Source: an optimization exercise on an open RTL-to-GDS flow (aim: small area and a short achievable clock period). Production flows keep margins and buffers that such runs may drop. RTL that was checked went through simulation tests only; none was proved equivalent to the original. Power and IR drop assume default switching activity.

==> inputs of run a <==
==> flow/design.v (excerpt) <==
module Tensor_Crossbar_Array_4m4n4k(
    input wire clk,
    input wire rst,
    input wire start,
    input wire [15:0] cin_M_0, input wire [15:0] cin_M_1,
    input wire [15:0] cin_M_2, input wire [15:0] cin_M_3,
    input wire [15:0] cin_N_0, input wire [15:0] cin_N_1,
    input wire [15:0] cin_N_2, input wire [15:0] cin_N_3,
    input wire [15:0] cin_K_0, input wire [15:0] cin_K_1,
    input wire [15:0] cin_K_2, input wire [15:0] cin_K_3,
    output wire [15:0] data_out_col_0,
    output wire [15:0] data_out_col_1,
    output wire [15:0] data_out_col_2,
    output wire [15:0] data_out_col_3
);
clock: 5.0 ns
lec_check: 0
cap_margin: 20
core_margin: 2
core_utilization: 60
cts_buf_list: sky130_fd_sc_hd__clkbuf_8
setup_slack_margin: 2.9
slew_margin: 20
tns_end_percent: 5
standard.sh (not shown) runs the stock make flow with config.mk's settings and CLKGATE_MAP_FILE= SYNTH_SCRIPT=/design/flow/synth_recipe.tcl, a recipe that flattens the netlist after the stock synthesis.
==> flow/flow/run.sh <==
#!/bin/bash
# Standard layout, with the port buffers made from the smallest plain buffer
# (buf_1) instead of the delay buffer buffer_ports picks on its own.
set -o pipefail
cp standard.sh standard_sh.txt
export BUFFER_PORTS_ARGS="-buffer_cell sky130_fd_sc_hd__buf_1"
bash standard.sh > standard_flow.log 2>&1
==> run b (differences from run a) <==
==> flow/run.sh (new file) <==
#!/bin/bash
# synth_recipe.tcl (not shown) runs the flow's synth.tcl, then flattens the netlist and writes it again
# the make line also repeats each setting of config.mk as NAME=value (left out here)
make -C /OpenROAD-flow-scripts/flow DESIGN_CONFIG=/design/flow/config.mk WORK_HOME=/design/flow/orfs CLKGATE_MAP_FILE= SYNTH_SCRIPT=/design/flow/synth_recipe.tcl finish
--- a/flow/config.mk
+++ b/flow/config.mk
@@ -10,5 +10,4 @@
 export CORE_UTILIZATION = 60
 export CTS_BUF_LIST = sky130_fd_sc_hd__clkbuf_8
-export SETUP_SLACK_MARGIN = 2.9
+export SETUP_SLACK_MARGIN = 2.7
 export SLEW_MARGIN = 20
-export TNS_END_PERCENT = 5
removed: flow/flow/run.sh
removed: flow/standard.sh
==> summary.txt <==
In clock skew, run b and run a hardly differ. Of run b and run a, run b has the higher global-route usage (gap 0.82 points). In flip-flop and latch count, run a and run b do not differ. Fmax: run a is larger than run b (0.58%). Between run a and run b, the lower combinational power is in run a (gap about 0.9%, measured against run b). Sequential power is about the same in run b and run a. Of run b and run a, run b has the higher cell area (gap about 4.6%, measured against run a). In die area, run a and run b do not differ. Between run a and run b, the lower clock-buffer cell count is in run b (gap 9).

========
==> build 32 <==
Tensor_Crossbar_Array_4m4n4k again, from the RTL that the note above started with.
## Tensor_Crossbar_Array_4m4n4k
module Tensor_Crossbar_Array_4m4n4k(
    input wire clk,
    input wire rst,
    input wire start,
    input wire [15:0] cin_M_0, input wire [15:0] cin_M_1,
    input wire [15:0] cin_M_2, input wire [15:0] cin_M_3,
    input wire [15:0] cin_N_0, input wire [15:0] cin_N_1,
    input wire [15:0] cin_N_2, input wire [15:0] cin_N_3,
    input wire [15:0] cin_K_0, input wire [15:0] cin_K_1,
    input wire [15:0] cin_K_2, input wire [15:0] cin_K_3,
    output wire [15:0] data_out_col_0,
    output wire [15:0] data_out_col_1,
    output wire [15:0] data_out_col_2,
    output wire [15:0] data_out_col_3
);
Settings: LEC_CHECK=0, CAP_MARGIN=20, CORE_MARGIN=2, CORE_UTILIZATION=60, CTS_BUF_LIST=sky130_fd_sc_hd__clkbuf_8, SETUP_SLACK_MARGIN=2.7, SLEW_MARGIN=20; clock period 5.0 ns.
==> flow/flow/run.sh <==
#!/bin/bash
# Standard layout, with the port buffers made from the smallest plain buffer
# (buf_1) instead of the delay buffer buffer_ports picks on its own, and with
# the resizer free to change a cell's footprint when it resizes it.
set -o pipefail
cp standard.sh standard_sh.txt
export BUFFER_PORTS_ARGS="-buffer_cell sky130_fd_sc_hd__buf_1"
bash standard.sh MATCH_CELL_FOOTPRINT=0 finish > standard_flow.log 2>&1
==> build 58: changes against build 32 <==
==> flow/run.sh (new file) <==
#!/bin/bash
# synth_recipe.tcl (not shown) runs the flow's synth.tcl, then flattens the netlist and writes it again
# the make line also repeats each setting of config.mk as NAME=value (left out here)
make -C /OpenROAD-flow-scripts/flow DESIGN_CONFIG=/design/flow/config.mk WORK_HOME=/design/flow/orfs CLKGATE_MAP_FILE= SYNTH_SCRIPT=/design/flow/synth_recipe.tcl finish
- CORE_UTILIZATION: 60 -> 40
- CTS_BUF_LIST: sky130_fd_sc_hd__clkbuf_8 -> default
- SETUP_SLACK_MARGIN: 2.7 -> 3.0
removed: flow/flow/run.sh
removed: flow/standard.sh
==> summary of the runs <==
Clock-buffer cell count: build 58 is lower than build 32 (13). First-iteration DRC count: build 58 is smaller than build 32 (31%). Against build 32, the via count of build 58 is smaller by about 0.6%. Against build 58, the sequential power of build 32 is lower by about 2%. Fmax is about the same in build 58 and build 32. Of build 58 and build 32, build 32 has the higher global-route usage (gap 8.1 points).

========
==> inputs of run E <==
Tensor_Crossbar_Array_4m4n4k, a different RTL version from the one above (not shown whole).
==> module Tensor_Crossbar_Array_4m4n4k, before the edit <==
module Tensor_Crossbar_Array_4m4n4k(
    input wire clk,
    input wire rst,
    input wire start,
    input wire [15:0] cin_M_0, input wire [15:0] cin_M_1,
    input wire [15:0] cin_M_2, input wire [15:0] cin_M_3,
    input wire [15:0] cin_N_0, input wire [15:0] cin_N_1,
    input wire [15:0] cin_N_2, input wire [15:0] cin_N_3,
    input wire [15:0] cin_K_0, input wire [15:0] cin_K_1,
    input wire [15:0] cin_K_2, input wire [15:0] cin_K_3,
    output wire [15:0] data_out_col_0,
    output wire [15:0] data_out_col_1,
    output wire [15:0] data_out_col_2,
    output wire [15:0] data_out_col_3
);
localparam [2:0] S_IDLE = 3'd0, S_LOAD = 3'd1, S_MULT = 3'd2, S_ADD = 3'd3, S_OUT = 3'd4;
reg [2:0] state;
reg [2:0] f;         
reg [3:0] ec;        
wire load = (state == S_LOAD);
reg [35:0] slot [0:3];
reg [15:0] bq0, bq1, bq2, bq3;
function [15:0] bcol(input integer c);
    integer t;
    reg [15:0] m;
    begin
        for (t = 0; t < 4; t = t + 1) begin
            case (t)
                0: m = cin_M_0; 1: m = cin_M_1; 2: m = cin_M_2; default: m = cin_M_3;
            endcase
            bcol[4*t +: 4] = m[15-4*c -: 4];
        end
    end
endfunction
function [15:0] swz(input [15:0] w);
    swz = {w[3:0], w[7:4], w[11:8], w[15:12]};
endfunction
always @(posedge clk) begin
    if (load) begin
        bq0 <= bcol(0); bq1 <= bcol(1); bq2 <= bcol(2); bq3 <= bcol(3);
    end else begin
        bq0 <= bq2; bq2 <= bq0; bq1 <= bq3; bq3 <= bq1;
    end
end
reg [15:0] a_cur;
reg [7:0]  c_cur;
wire [2:0] rj = ec[2:0];
always @(posedge clk) begin
    a_cur <= slot[rj[2:1]][15:0];
    c_cur <= rj[0] ? slot[rj[2:1]][31:24] : slot[rj[2:1]][23:16];
end
wire [8:0] res0, res1;
dot9_pipe e0 (.clk(clk), .a(a_cur), .b(bq2), .c(c_cur[3:0]), .r(res0));
dot9_pipe e1 (.clk(clk), .a(a_cur), .b(bq3), .c(c_cur[7:4]), .r(res1));
wire       wr_en   = (ec >= 4'd3) && (ec <= 4'd10);
wire [3:0] wj      = ec - 4'd3;
wire [1:0] wr_row  = wj[2:1];
wire       wr_half = wj[0];
integer r;
always @(posedge clk) begin
    for (r = 0; r < 4; r = r + 1) begin
        if (load) begin
            case (r)
                0: slot[r][31:0] <= {swz(cin_K_0), swz(cin_N_0)};
                1: slot[r][31:0] <= {swz(cin_K_1), swz(cin_N_1)};
                2: slot[r][31:0] <= {swz(cin_K_2), swz(cin_N_2)};
                default: slot[r][31:0] <= {swz(cin_K_3), swz(cin_N_3)};
            endcase
        end else if (wr_en && wr_row == r) begin
            if (wr_half)
                slot[r][31:18] <= {res1[4:0], res0};
            else
                slot[r][17:0] <= {res1, res0};
        end
        if (!load && wr_en && wr_row == r && wr_half)
            slot[r][35:32] <= res1[8:5];
    end
end
reg [9:0] o0, o1, o2, o3;
assign data_out_col_0 = {{6{o0[9]}}, o0};
assign data_out_col_1 = {{6{o1[9]}}, o1};
assign data_out_col_2 = {{6{o2[9]}}, o2};
assign data_out_col_3 = {{6{o3[9]}}, o3};
function [9:0] dec(input [8:0] v);
    dec = {v[8] & (|v[7:3]), v};
endfunction
wire [1:0]  orow = f[1:0] - 2'd1;
wire [35:0] rrow = slot[orow];
always @(posedge clk) begin
    if (rst) begin
        state <= S_IDLE;
        f <= 3'd0;
        ec <= 4'd15;
        o0 <= 10'd0; o1 <= 10'd0; o2 <= 10'd0; o3 <= 10'd0;
    end else begin
        if (state == S_IDLE) begin
            o0 <= 10'd0; o1 <= 10'd0; o2 <= 10'd0; o3 <= 10'd0;
        end else if (state == S_OUT && f != 3'd0) begin
            o0 <= dec(rrow[8:0]);
            o1 <= dec(rrow[17:9]);
            o2 <= dec(rrow[26:18]);
            o3 <= dec(rrow[35:27]);
        end
        if (ec != 4'd15)
            ec <= ec + 4'd1;
        if (start) begin
            case (state)
                S_IDLE: state <= S_LOAD;
                S_LOAD: begin state <= S_MULT; ec <= 4'd0; end
                S_MULT: if (ec >= 4'd7) state <= S_ADD;
                S_ADD:  state <= S_OUT;
                S_OUT:  if (f == 3'd4) begin f <= 3'd0; state <= S_IDLE; end
                        else f <= f + 3'd1;
                default: state <= S_IDLE;
            endcase
        end
    end
end
endmodule
Settings: LEC_CHECK=0, CAP_MARGIN=20, CORE_MARGIN=2, CORE_UTILIZATION=40, SETUP_SLACK_MARGIN=3.0, SLEW_MARGIN=20; clock period 5.0 ns.
run.sh (not shown) runs the stock make flow with config.mk's settings and CLKGATE_MAP_FILE= SYNTH_SCRIPT=/design/flow/synth_recipe.tcl, a recipe that flattens the netlist after the stock synthesis.
Stock flow here: none of the scripts above is used.
==> run X (differences from run E) <==
--- a/flow/design.v
+++ b/flow/design.v
@@ -224,6 +224,8 @@
 dot9_pipe e1 (.clk(clk), .a(a_cur), .b(bq3), .c(c_cur[7:4]), .r(res1));
-wire       wr_en   = (ec >= 4'd3) && (ec <= 4'd10);
-wire [3:0] wj      = ec - 4'd3;
-wire [1:0] wr_row  = wj[2:1];
-wire       wr_half = wj[0];
+reg [7:0] wsel;
+always @(posedge clk) begin
+    wsel <= 8'd0;
+    if (ec >= 4'd2 && ec <= 4'd9)
+        wsel[ec - 4'd2] <= 1'b1;
+end
 integer r;
@@ -238,9 +240,9 @@
             endcase
-        end else if (wr_en && wr_row == r) begin
-            if (wr_half)
+        end else begin
+            if (wsel[2*r])
+                slot[r][17:0] <= {res1, res0};
+            if (wsel[2*r+1])
                 slot[r][31:18] <= {res1[4:0], res0};
-            else
-                slot[r][17:0] <= {res1, res0};
-        end
-        if (!load && wr_en && wr_row == r && wr_half)
+        end
+        if (!load && wsel[2*r+1])
             slot[r][35:32] <= res1[8:5];
@@ -256,3 +258,3 @@
 endfunction
-wire [1:0]  orow = f[1:0] - 2'd1;
+reg  [1:0]  orow;      
 wire [35:0] rrow = slot[orow];
@@ -262,2 +264,3 @@
         f <= 3'd0;
+        orow <= 2'd3;
         ec <= 4'd15;
@@ -281,4 +284,4 @@
                 S_ADD:  state <= S_OUT;
-                S_OUT:  if (f == 3'd4) begin f <= 3'd0; state <= S_IDLE; end
-                        else f <= f + 3'd1;
+                S_OUT:  if (f == 3'd4) begin f <= 3'd0; orow <= 2'd3; state <= S_IDLE; end
+                        else begin f <= f + 3'd1; orow <= orow + 2'd1; end
                 default: state <= S_IDLE;
CORE_UTILIZATION = 60   (was 40)
SETUP_SLACK_MARGIN = 2.8   (was 3.0)
==> flow_metrics.py <==
metrics = {
    "placement": {
        "postPlaceCellArea_mm2": 0.0205,
        "post-place-ws_ps": 2150,
    },
    "power_and_ir_drop": {
        "powerDensity_mw_per_mm2": 638,
    },
    "cts": {
        "cts_sinks": 364,
    },
    "outcome": {
        "outcome": "no timing/DRC/antenna violations",
    },
    "synth": {
        "syn_avg_cell_area_um2": 10.9,
        "yosys.area_share.simple_pct": 13.3,
    },
    "setup_path": {
        "cp_max_fo": 8,
    },
}
The numbers above come from run E.

==> flow_metrics.py <==
metrics = {
    "layout": {
        "nMultiInputCombCells": 1027,
        "seq_area_mm2": 0.00906,
        "seq_share_pct": 40.8,
    },
    "power_and_ir_drop": {
        "powerDensity_mw_per_mm2": 609,
    },
    "cts": {
        "cts_sinks": 374,
    },
    "placement": {
        "postPlaceCellArea_mm2": 0.0204,
        "post-place-ws_ps": 2110,
    },
    "setup_path": {
        "cp_max_fo": 7,
    },
    "outcome": {
        "outcome": "no timing/DRC/antenna violations",
    },
}
The numbers above come from run X.

Function not checked in run E: the RTL went through the layout flow alone.

## afterwards: timing with drivers on the ports
The results above use ideal ports. As a check the final layouts listed here were re-extracted and re-timed, cells and wires unchanged.
Step 1: set_driving_cell puts a clkbuf_16 on clk and a buf_2 on each other input, an assumption about the parent block.
Step 2 adds t to the input delays and takes it off the output delays; t is the mean of the earliest and latest rising clock arrival at the registers after step 1. Input paths then give back, and output paths get back, about the clock's delay inside the block.
Slacks: ideal / step 1 / step 2; pairs: ideal / step 1.
run	t, ns	setup slack, ns	worst setup path after step 2	pins driven straight from the clock port
run a	0.643	2.746 / 2.697 / 2.407	input to register	1
run b	0.635	2.733 / 2.684 / 2.348	input to register	1
build 32	0.646	2.738 / 2.704 / 2.448	input to register	1
build 58	0.617	2.739 / 2.739 / 2.457	input to register	1
run E	0.580	2.763 / 2.753 / 2.549	input to register	1
run X	0.572	2.753 / 2.753 / 2.367	input to register	1
After both steps setup and hold are still met in every run listed. For run X, which loses most, drivers alone change the setup slack by 0.000 ns; drivers and shift together by -0.386 ns.
